Context: an optimization exercise on an open-source flow, tuned for small area. The choices shown serve that exercise and are no tape-out recipe.
At most, simulation tests tie the RTL to the original design; equivalence was not proved.
Power is estimated from default activity; no workload was simulated.

==> flow/design.v <==
`timescale 1ns / 1ps
module CPU(result,pc_value,r0_value,rf_we,instr,rst, clk);
input clk;
input rst;
input [15:0] instr;
output [15:0] result;
output [15:0] pc_value;
output [15:0] r0_value;
output rf_we;
reg  [15:0] ir;        
reg         zf;        
reg  [15:0] pc;
reg  [15:0] r0;
reg  [15:0] rf [1:15];
reg  [15:1] valid;
reg  [15:0] dm [0:15];
always @(posedge rst or posedge clk)
  if (rst) begin
    ir[15:12] <= 4'b0;
    ir[7:4]   <= 4'b0;
  end else begin
    ir[15:12] <= instr[15:12];
    ir[7:4]   <= instr[7:4];
  end
always @(posedge clk) begin
  ir[11:8] <= instr[11:8];
  ir[3:0]  <= instr[3:0];
end
wire [3:0] op = ir[15:12];
wire [3:0] rd = ir[11:8];
wire [3:0] ex = ir[7:4];
wire [3:0] rs = ir[3:0];
wire [7:0] imm = ir[7:0];
wire op0 = (op == 4'b0000);
wire op4 = (op == 4'b0100);
wire op8 = (op == 4'b1000);
wire i_mov   = op0 & (ex == 4'b1101);
wire i_cmp   = op0 & (ex == 4'b1011);
wire i_rr    = op0 & ~i_mov & ~i_cmp;           
wire i_load  = op4 & (ex == 4'b0000);
wire i_stor  = op4 & (ex == 4'b0100);
wire i_jc    = op4 & (ex == 4'b1100);
wire i_jal   = op4 & (ex == 4'b1000);
wire i_lui   = (op == 4'b1111);
wire i_movi  = (op == 4'b1101);
wire i_lsh   = op8 & (ex == 4'b0100);
wire i_lshi  = op8 & (ex[3:1] == 3'b000);
wire i_shift = i_lsh | i_lshi;
wire i_bc    = (op == 4'b1100);
wire i_addi  = (op == 4'b0101);
wire i_subi  = (op == 4'b1001);
wire i_cmpi  = (op == 4'b1011);
wire i_andi  = (op == 4'b0001);
wire i_ori   = (op == 4'b0010);
wire i_xori  = (op == 4'b0011);
wire f_sub = (i_rr & (ex == 4'b1001)) | i_subi;
wire f_and = (i_rr & (ex == 4'b0001)) | i_andi;
wire f_or  = (i_rr & (ex == 4'b0010)) | i_ori;
wire f_xor = (i_rr & (ex == 4'b0011)) | i_cmp | i_cmpi | i_xori;
wire f_log = f_and | f_or | f_xor;
wire use_sext = i_addi | i_subi | i_cmpi;
wire use_zext = i_andi | i_ori | i_xori;
wire wr_alu = i_rr | i_addi | i_subi | i_andi | i_ori | i_xori;
wire wr_en  = wr_alu | i_mov | i_movi | i_load | i_lui | i_shift | i_jal;
wire cond = (rd[3:1] == 3'b000) & (rd[0] ^ zf);
wire take_br = i_bc & cond;
wire take_j  = (i_jc & cond) | i_jal;
wire [15:0] dec_rd, dec_rs;
genvar gi;
generate
  for (gi = 0; gi < 16; gi = gi + 1) begin : g_dec
    assign dec_rd[gi] = (rd == gi);
    assign dec_rs[gi] = (rs == gi);
  end
endgenerate
wire [15:0] vmask = {valid, 1'b1};
wire [15:0] sel_a = dec_rd & vmask;
wire        use_imm = use_sext | use_zext;
wire [15:0] sel_b = dec_rs & vmask & {16{~use_imm}};
reg [15:0] ra, rb, mrd;
integer k;
always @(*) begin
  ra  = {16{sel_a[0]}} & r0;
  rb  = {16{sel_b[0]}} & r0;
  mrd = {16{dec_rs[0]}} & dm[0];
  for (k = 1; k < 16; k = k + 1) begin
    ra  = ra  | ({16{sel_a[k]}} & rf[k]);
    rb  = rb  | ({16{sel_b[k]}} & rf[k]);
    mrd = mrd | ({16{dec_rs[k]}} & dm[k]);
  end
end
wire [15:0] sext = {{8{imm[7]}}, imm};
wire [15:0] zext = {8'b0, imm};
wire [15:0] bop  = rb | {{8{use_sext & imm[7]}}, {8{use_imm}} & imm};
wire [15:0] bx   = bop ^ {16{f_sub}};
wire [15:0] sum  = ra + bx + {15'b0, f_sub};
wire [15:0] p    = ra ^ bx;
wire [15:0] g    = ra & bx;
wire t_g = f_and | f_or;            
wire t_p = f_or | f_xor;            
wire f_ar = ~f_log;
wire [15:0] y    = ({16{t_g}} & g) | ({16{t_p}} & p) | ({16{f_ar}} & sum);
wire        z_next = (y == 16'b0);
wire [4:0]  sh  = i_lsh ? rb[4:0] : imm[4:0];
wire [3:0]  rot = sh[4] ? (4'd0 - sh[3:0]) : sh[3:0];
wire [15:0] r1 = rot[0] ? {ra[14:0], ra[15]}    : ra;
wire [15:0] r2 = rot[1] ? {r1[13:0], r1[15:14]} : r1;
wire [15:0] r4 = rot[2] ? {r2[11:0], r2[15:12]} : r2;
wire [15:0] r8 = rot[3] ? {r4[7:0],  r4[15:8]}  : r4;
wire [15:0] mleft, mask;
generate
  for (gi = 0; gi < 16; gi = gi + 1) begin : g_mask
    assign mleft[gi] = (gi >= sh[3:0]);
  end
  for (gi = 0; gi < 16; gi = gi + 1) begin : g_mask2
    assign mask[gi] = sh[4] ? mleft[15-gi] : mleft[gi];
  end
endgenerate
wire [15:0] wd = ({16{wr_alu}} & y)
               | ({16{i_mov}}  & rb)
               | ({16{i_load}} & mrd)
               | ({16{i_shift}} & mask & r8)
               | ({16{i_jal}}  & pc)
               | {{8{i_lui}} & imm, {8{i_movi}} & imm};
assign result   = wd;
assign rf_we    = wr_en;
assign pc_value = pc;
assign r0_value = r0;
always @(posedge rst or posedge clk)
  if (rst) zf <= 1'b0;
  else     zf <= z_next;
wire [7:0]  pc_add = {{7{take_br}} & imm[7:1], ~take_br | imm[0]};
wire [8:0]  pcc;
wire [15:0] pc_inc;
assign pcc[0] = 1'b0;
generate
  for (gi = 0; gi < 8; gi = gi + 1) begin : g_pclo
    assign pc_inc[gi] = pc[gi] ^ pc_add[gi] ^ pcc[gi];
    assign pcc[gi+1]  = (pc[gi] & pc_add[gi]) | (pcc[gi] & (pc[gi] | pc_add[gi]));
  end
endgenerate
wire       pc_dec = take_br & imm[7];
wire [8:0] hc;    
assign hc[0] = pcc[8] ^ pc_dec;
generate
  for (gi = 0; gi < 8; gi = gi + 1) begin : g_pchi
    assign pc_inc[8+gi] = pc[8+gi] ^ hc[gi];
    assign hc[gi+1]     = hc[gi] & (pc[8+gi] ^ pc_dec);
  end
endgenerate
always @(posedge rst or posedge clk)
  if (rst)          pc <= 16'b0;
  else if (take_j)  pc <= rb;
  else              pc <= pc_inc;
always @(posedge rst or posedge clk)
  if (rst)                     r0 <= 16'b0;
  else if (wr_en & dec_rd[0])  r0 <= wd;
always @(posedge rst or posedge clk)
  if (rst) valid <= 15'b0;
  else if (wr_en) valid <= valid | dec_rd[15:1];
always @(posedge clk)
  for (k = 1; k < 16; k = k + 1)
    if (wr_en & dec_rd[k]) rf[k] <= wd;
always @(posedge clk)
  for (k = 0; k < 16; k = k + 1)
    if (i_stor & dec_rs[k]) dm[k] <= ra;
endmodule
export LEC_CHECK = 0
export ABC_AREA = 1
export CAP_MARGIN = 5
export CORE_MARGIN = 2
export CORE_UTILIZATION = 50
export PLACE_DENSITY = 0.65
export SLEW_MARGIN = 5
create_clock -name core_clock -period 9.0 [get_ports {clk}]
standard.sh (not shown) runs the stock make flow with config.mk's settings and CLKGATE_MAP_FILE= SYNTH_SCRIPT=/design/flow/synth_recipe.tcl, a recipe that flattens the netlist after the stock synthesis.
==> flow/flow/run.sh <==
#!/bin/bash
# Own layout flow: the standard ORFS flow (standard.sh), with one change to
# synthesis: the ABC technology-mapping script is replaced by an area-oriented
# one (flow/abc_area.script). Everything else in synthesis is synth_recipe.tcl
# unchanged (same passes, flattening and renaming, so the registers are the
# standard synthesis's). Floorplan to finish are standard.sh's, with the clock
# tree and port buffer options set below.
set -euo pipefail
W=$(pwd)
{
  cat <<EOT
proc abc {args} {
  set i [lsearch \$args -script]
  if {\$i >= 0} { lset args [expr {\$i + 1}] {$W/flow/abc_area.script} }
  yosys abc {*}\$args
}
EOT
  cat "$W/synth_recipe.tcl"
} > "$W/own_synth.tcl"
sed "s#SYNTH_SCRIPT=[^ ]*#SYNTH_SCRIPT=$W/own_synth.tcl#" "$W/standard.sh" > "$W/own_standard.sh"
grep -q "SYNTH_SCRIPT=$W/own_synth.tcl" "$W/own_standard.sh"
# Clock tree: no dummy loads, small clock buffers in larger sink clusters.
export CTS_ARGS="-sink_clustering_enable -repair_clock_nets -dont_use_dummy_load -buf_list {sky130_fd_sc_hd__clkbuf_4 sky130_fd_sc_hd__clkbuf_8} -sink_clustering_size 18 -sink_clustering_max_diameter 50"
# Every input and output port still gets its own buffer; the smallest buffer does.
export BUFFER_PORTS_ARGS="-buffer_cell sky130_fd_sc_hd__buf_1"
bash "$W/own_standard.sh" > "$W/own_flow.log" 2>&1
==> flow/flow/abc_area.script <==
&get -n
&st
&dch -f
&nf -p -R 1000
&put
&get -n
&st
&dch -f
&nf -p -R 1000
&put
topo
Next try:
--- a/flow/design.v
+++ b/flow/design.v
@@ -129,25 +129,10 @@
 always @(posedge rst or posedge clk)
   if (rst) zf <= 1'b0;
   else     zf <= z_next;
-wire [7:0]  pc_add = {{7{take_br}} & imm[7:1], ~take_br | imm[0]};
-wire [8:0]  pcc;
-wire [15:0] pc_inc;
-assign pcc[0] = 1'b0;
-generate
-  for (gi = 0; gi < 8; gi = gi + 1) begin : g_pclo
-    assign pc_inc[gi] = pc[gi] ^ pc_add[gi] ^ pcc[gi];
-    assign pcc[gi+1]  = (pc[gi] & pc_add[gi]) | (pcc[gi] & (pc[gi] | pc_add[gi]));
-  end
-endgenerate
-wire       pc_dec = take_br & imm[7];
-wire [8:0] hc;    
-assign hc[0] = pcc[8] ^ pc_dec;
-generate
-  for (gi = 0; gi < 8; gi = gi + 1) begin : g_pchi
-    assign pc_inc[8+gi] = pc[8+gi] ^ hc[gi];
-    assign hc[gi+1]     = hc[gi] & (pc[8+gi] ^ pc_dec);
-  end
-endgenerate
+wire [7:0]  pc_add = take_br ? imm : 8'd1;
+wire [8:0]  pc_lo  = {1'b0, pc[7:0]} + {1'b0, pc_add};
+wire [7:0]  pc_hi  = pc[15:8] + {8{take_br & imm[7]}} + {7'b0, pc_lo[8]};
+wire [15:0] pc_inc = {pc_hi, pc_lo[7:0]};
 always @(posedge rst or posedge clk)
   if (rst)          pc <= 16'b0;
   else if (take_j)  pc <= rb;
Sequential cell count is unchanged. Via count came out higher slightly. Synthesized cell count rises slightly. Worst hold slack gets better by 0.023 ns. Critical path depth is lower by 1. Setup slack is worse by 0.20 ns. Total power hardly moves. Design area stays flat.
The RTL of the second run of this note was laid out without a check of its function.

-- static timing again, ports no longer ideal --
Ports are ideal in the flow. The routed layouts listed here were re-timed in OpenROAD.
Step 1 assumes that a clkbuf_16 drives the clock port and a buf_2 every other input.
Step 2 adds t to the input delays and takes it off the output delays; t is the mean of the earliest and latest rising clock arrival at the registers after step 1. Input paths then give back, and output paths get back, about the clock's delay inside the block.
a / b / c = ideal / step 1 / step 2; a / b = the first two.
run | t (ns) | slack for setup (ns) | worst register clock-pin slew, ns
the first run | 0.677 | 0.467 / 0.410 / 1.088 | 0.11 / 0.11
the second run | 0.680 | 0.263 / 0.207 / 0.887 | 0.11 / 0.11
After both steps every run listed still meets setup and hold.
